From an optimization exercise on the open Yosys and OpenROAD flow, aimed at small area, a short achievable clock period and few clock cycles per item; shortcuts taken in it are not production practice.
Where RTL was checked, it was by simulation tests only, not by an equivalence proof against the original.

Design fir_top, start of the top module:
module fir_top (
    input  wire       clk,
    input  wire       resetN,
    input  wire       sampleClk,
    input  wire [7:0] sample,
    output reg  [7:0] sum,
    output reg        dav
);
   reg [7:0] h1, h2, h3, h4, h5, h6, h7, h8;
   reg [8:0] s23, s14, s16;
   reg [9:0] m3;
   reg [19:0] t1, t2;
   reg [3:0] ic;
   wire busy = ~ic[3] | ~ic[2];
   wire en = sampleClk | busy;
   wire [7:0] xin = busy ? 8'd0 : sample;
   wire s_1, c_2;
   ha us_1 (h1[0], h2[0], s_1, c_2);
   wire s_3, c_4;
   ha us_3 (h1[1], h2[1], s_3, c_4);
   wire s_5, c_6;
   ha us_5 (h1[2], h2[2], s_5, c_6);
   wire s_7, c_8;
   ha us_7 (h1[3], h2[3], s_7, c_8);
   wire s_9, c_10;
   ha us_9 (h1[4], h2[4], s_9, c_10);
   wire s_11, c_12;
   ha us_11 (h1[5], h2[5], s_11, c_12);
   wire s_13, c_14;
   ha us_13 (h1[6], h2[6], s_13, c_14);
   wire s_15, c_16;
   ha us_15 (h1[7], h2[7], s_15, c_16);
   wire s_17, c_18;
   ha us_17 (h1[7], h2[7], s_17, c_18);
   wire G_19 = c_4 | (s_3 & c_2);
   wire G_21 = c_6 | (s_5 & c_4);
   wire P_22 = s_5 & s_3;
   wire G_23 = c_8 | (s_7 & c_6);
   wire P_24 = s_7 & s_5;
   wire G_25 = c_10 | (s_9 & c_8);
   wire P_26 = s_9 & s_7;
   wire G_27 = c_12 | (s_11 & c_10);
   wire P_28 = s_11 & s_9;
   wire G_29 = c_14 | (s_13 & c_12);
   wire P_30 = s_13 & s_11;
   wire G_31 = c_16 | (s_15 & c_14);
   wire P_32 = s_15 & s_13;
   wire G_33 = c_18 | (s_17 & c_16);
   wire P_34 = s_17 & s_15;
   wire G_35 = G_21 | (P_22 & c_2);
   wire G_37 = G_23 | (P_24 & G_19);
   wire G_39 = G_25 | (P_26 & G_21);
   wire P_40 = P_26 & P_22;
   wire G_41 = G_27 | (P_28 & G_23);
   wire P_42 = P_28 & P_24;
   wire G_43 = G_29 | (P_30 & G_25);
   wire P_44 = P_30 & P_26;
   wire G_45 = G_31 | (P_32 & G_27);
   wire P_46 = P_32 & P_28;
   wire G_47 = G_33 | (P_34 & G_29);
   wire P_48 = P_34 & P_30;
   wire G_49 = G_39 | (P_40 & c_2);
   wire G_51 = G_41 | (P_42 & G_19);
   wire G_53 = G_43 | (P_44 & G_35);
   wire G_55 = G_45 | (P_46 & G_37);
   wire G_57 = G_47 | (P_48 & G_39);
   wire P_58 = P_48 & P_40;
   wire G_59 = G_57 | (P_58 & c_2);
   wire [8:0] s23n;
   assign s23n[0] = ~(s_1);
  ...
clock: 10.0 ns
lec_check: 0
cap_margin: 20
core_margin: 2
core_utilization: 40
setup_slack_margin: 5
slew_margin: 20
synth_hierarchical: 1
run.sh (not shown) runs the stock make flow with config.mk's settings and CLKGATE_MAP_FILE= SYNTH_SCRIPT=/design/flow/synth_recipe.tcl, a recipe that flattens the netlist after the stock synthesis.
The first run completed without violations.
Testbench counts at the start, summed over its fixed seeds: cycles 12,008, items 12,000.
==> next run, changes <==
--- a/flow/design.v
+++ b/flow/design.v
@@ -971,28 +971,27 @@
    assign q[1] = s_893 ^ c_892;
    assign q[2] = s_895 ^ G_897;
    assign q[3] = t1[14] ^ G_913;
    assign q[4] = t1[15] ^ G_915;
    assign q[5] = t1[16] ^ G_927;
    assign q[6] = t1[17] ^ G_929;
    assign q[7] = t1[18] ^ G_931;
    assign q[8] = t1[19] ^ G_933;
-   wire c8, a10;
-   lowadd ulo (rl[10:3], sample, c8, a10);
-   wire [7:0] vM = q[7:0] - 8'd1;
-   wire [7:0] v0 = q[7:0];
+   wire c7;
+   carry7 uc7 (rl[9:3], sample[6:0], c7);
    wire [7:0] v1 = q[7:0] + 8'd1;
    wire [7:0] v2 = q[7:0] + 8'd2;
-   wire [7:0] v3 = q[7:0] + 8'd3;
    wire signed [8:0] qs = q;
-   wire [3:0] sp = {qs >= 9'sd126, qs >= 9'sd127, qs >= 9'sd128, qs >= 9'sd129};
-   wire [3:0] sn = {qs < -9'sd130, qs < -9'sd129, qs < -9'sd128, qs < -9'sd127};
-   wire [7:0] sumNext;
-   outsel usel (c11, c8, sample[7], a10, {v3, v2, v1, v0, vM}, sp, sn, sumNext);
+   wire [5:0] sp = {qs >= 9'sd126, qs >= 9'sd127, qs >= 9'sd127, qs >= 9'sd128, qs >= 9'sd128, qs >= 9'sd129};
+   wire [5:0] sn = {qs < -9'sd130, qs < -9'sd129, qs < -9'sd129, qs < -9'sd128, qs < -9'sd128, qs < -9'sd127};
+   wire [7:0] out0, out1, sumNext;
+   outm uo0 (c11, rl[10], sample[7], 1'b0, q[7:0], v1, v2, sp, sn, out0);
+   outm uo1 (c11, rl[10], sample[7], 1'b1, q[7:0], v1, v2, sp, sn, out1);
+   mux8 uom (c7, out0, out1, sumNext);
    always @(posedge clk, negedge resetN)
      if (!resetN) begin
         ic <= 4'd0;
         dav <= 1'b0;
      end else begin
         if (busy) ic <= ic + 4'd1;
         dav <= sampleClk & ~busy;
      end
@@ -1002,33 +1001,43 @@
          t1 <= t1n; t2 <= t2n;
          s23 <= s23n; s14 <= s14n; s16 <= s16n;
          m3 <= m3n;
          h1 <= xin; h2 <= h1; h3 <= h2; h4 <= h3;
          h5 <= h4; h6 <= h5; h7 <= h6; h8 <= h7;
       end
    end
 endmodule
-module lowadd (input [7:0] a, input [7:0] b, output c8, output s7);
-   wire [8:0] s = {1'b0, a} + {1'b0, b};
-   assign c8 = s[8];
-   assign s7 = s[7];
+module carry7 (input [6:0] a, input [6:0] b, output c);
+   wire [7:0] s = {1'b0, a} + {1'b0, b};
+   assign c = s[7];
 endmodule
-module outsel (input c11, input c8, input x7, input a10, input [39:0] v,
-               input [3:0] sp, input [3:0] sn, output [7:0] o);
-   wire [3:0] k;
-   assign k[0] = ~c11 & ~c8 & x7;
-   assign k[1] = (~c11 & ~c8 & ~x7) | (~c11 & c8 & x7) | (c11 & ~c8 & x7);
-   assign k[2] = (~c11 & c8 & ~x7) | (c11 & ~c8 & ~x7) | (c11 & c8 & x7);
-   assign k[3] = c11 & c8 & ~x7;
-   wire [7:0] w0 = sp[0] ? 8'h7f : sn[0] ? 8'h80 : a10 ? v[15:8] : v[7:0];
-   wire [7:0] w1 = sp[1] ? 8'h7f : sn[1] ? 8'h80 : a10 ? v[23:16] : v[15:8];
-   wire [7:0] w2 = sp[2] ? 8'h7f : sn[2] ? 8'h80 : a10 ? v[31:24] : v[23:16];
-   wire [7:0] w3 = sp[3] ? 8'h7f : sn[3] ? 8'h80 : a10 ? v[39:32] : v[31:24];
-   assign o = ({8{k[0]}} & w0) | ({8{k[1]}} & w1) | ({8{k[2]}} & w2) | ({8{k[3]}} & w3);
+module outm (input c11, input r7, input x7, input c, input [7:0] v0,
+             input [7:0] v1, input [7:0] v2, input [5:0] sp, input [5:0] sn,
+             output reg [7:0] o);
+   reg [5:0] k;
+   always @* begin
+      case ({c11, r7, x7, c})
+        4'b0010: k = 6'b000001;
+        4'b0000, 4'b0011, 4'b0110: k = 6'b000010;
+        4'b0001, 4'b0100, 4'b0111, 4'b1010: k = 6'b000100;
+        4'b0101, 4'b1000, 4'b1011, 4'b1110: k = 6'b001000;
+        4'b1001, 4'b1100, 4'b1111: k = 6'b010000;
+        4'b1101: k = 6'b100000;
+        default: k = 6'b000000;
+      endcase
+      if (|(k & sp)) o = 8'h7f;
+      else if (|(k & sn)) o = 8'h80;
+      else if (k[5] | k[4]) o = v2;
+      else if (k[3] | k[2]) o = v1;
+      else o = v0;
+   end
+endmodule
+module mux8 (input s, input [7:0] a, input [7:0] b, output [7:0] y);
+   assign y = s ? b : a;
 endmodule
 module fa (input a, input b, input c, output s, output co);
    assign s = a ^ b ^ c;
    assign co = (a & b) | (a & c) | (b & c);
 endmodule
 module ha (input a, input b, output s, output co);
    assign s = a ^ b;
    assign co = a & b;
=> Sequential share of layout area shrinks by 0.71 points. Worst hold slack degrades by 0.0069 ns. Area after synthesis grows by 2.3%. Cell count grows by 1.6%. Worst setup slack improves by 0.098 ns. Count of clock-buffer cells in the layout stays the same. Via count grows by 4.5%. Clock skew shrinks by 0.0062 ns.
No functional check of the RTL was part of the second run of this note.

-- separate check: timing with driven ports --
Ports are ideal in the flow. The routed layouts listed here were re-timed in OpenROAD.
Step 1 sets driving cells, clkbuf_16 on the clock port and buf_2 on the other inputs (assumed; they add their load-dependent delay and slew).
Step 2 adds t to the input delays and takes it off the output delays; t is the mean of the earliest and latest rising clock arrival at the registers after step 1. Input paths then give back, and output paths get back, about the clock's delay inside the block.
a / b / c = ideal / step 1 / step 2; a / b = the first two.
run | shift t [ns] | setup WS [ns] | worst slew at a driven data input, ns
the first run | 0.465 | 5.287 / 5.287 / 5.083 | 0.03
the second run | 0.477 | 5.385 / 5.385 / 5.292 | 0.03
After both steps every run listed still meets setup and hold. The setup slack of the first run, which loses most, moves by 0.000 ns with the drivers and by -0.204 ns with both steps.
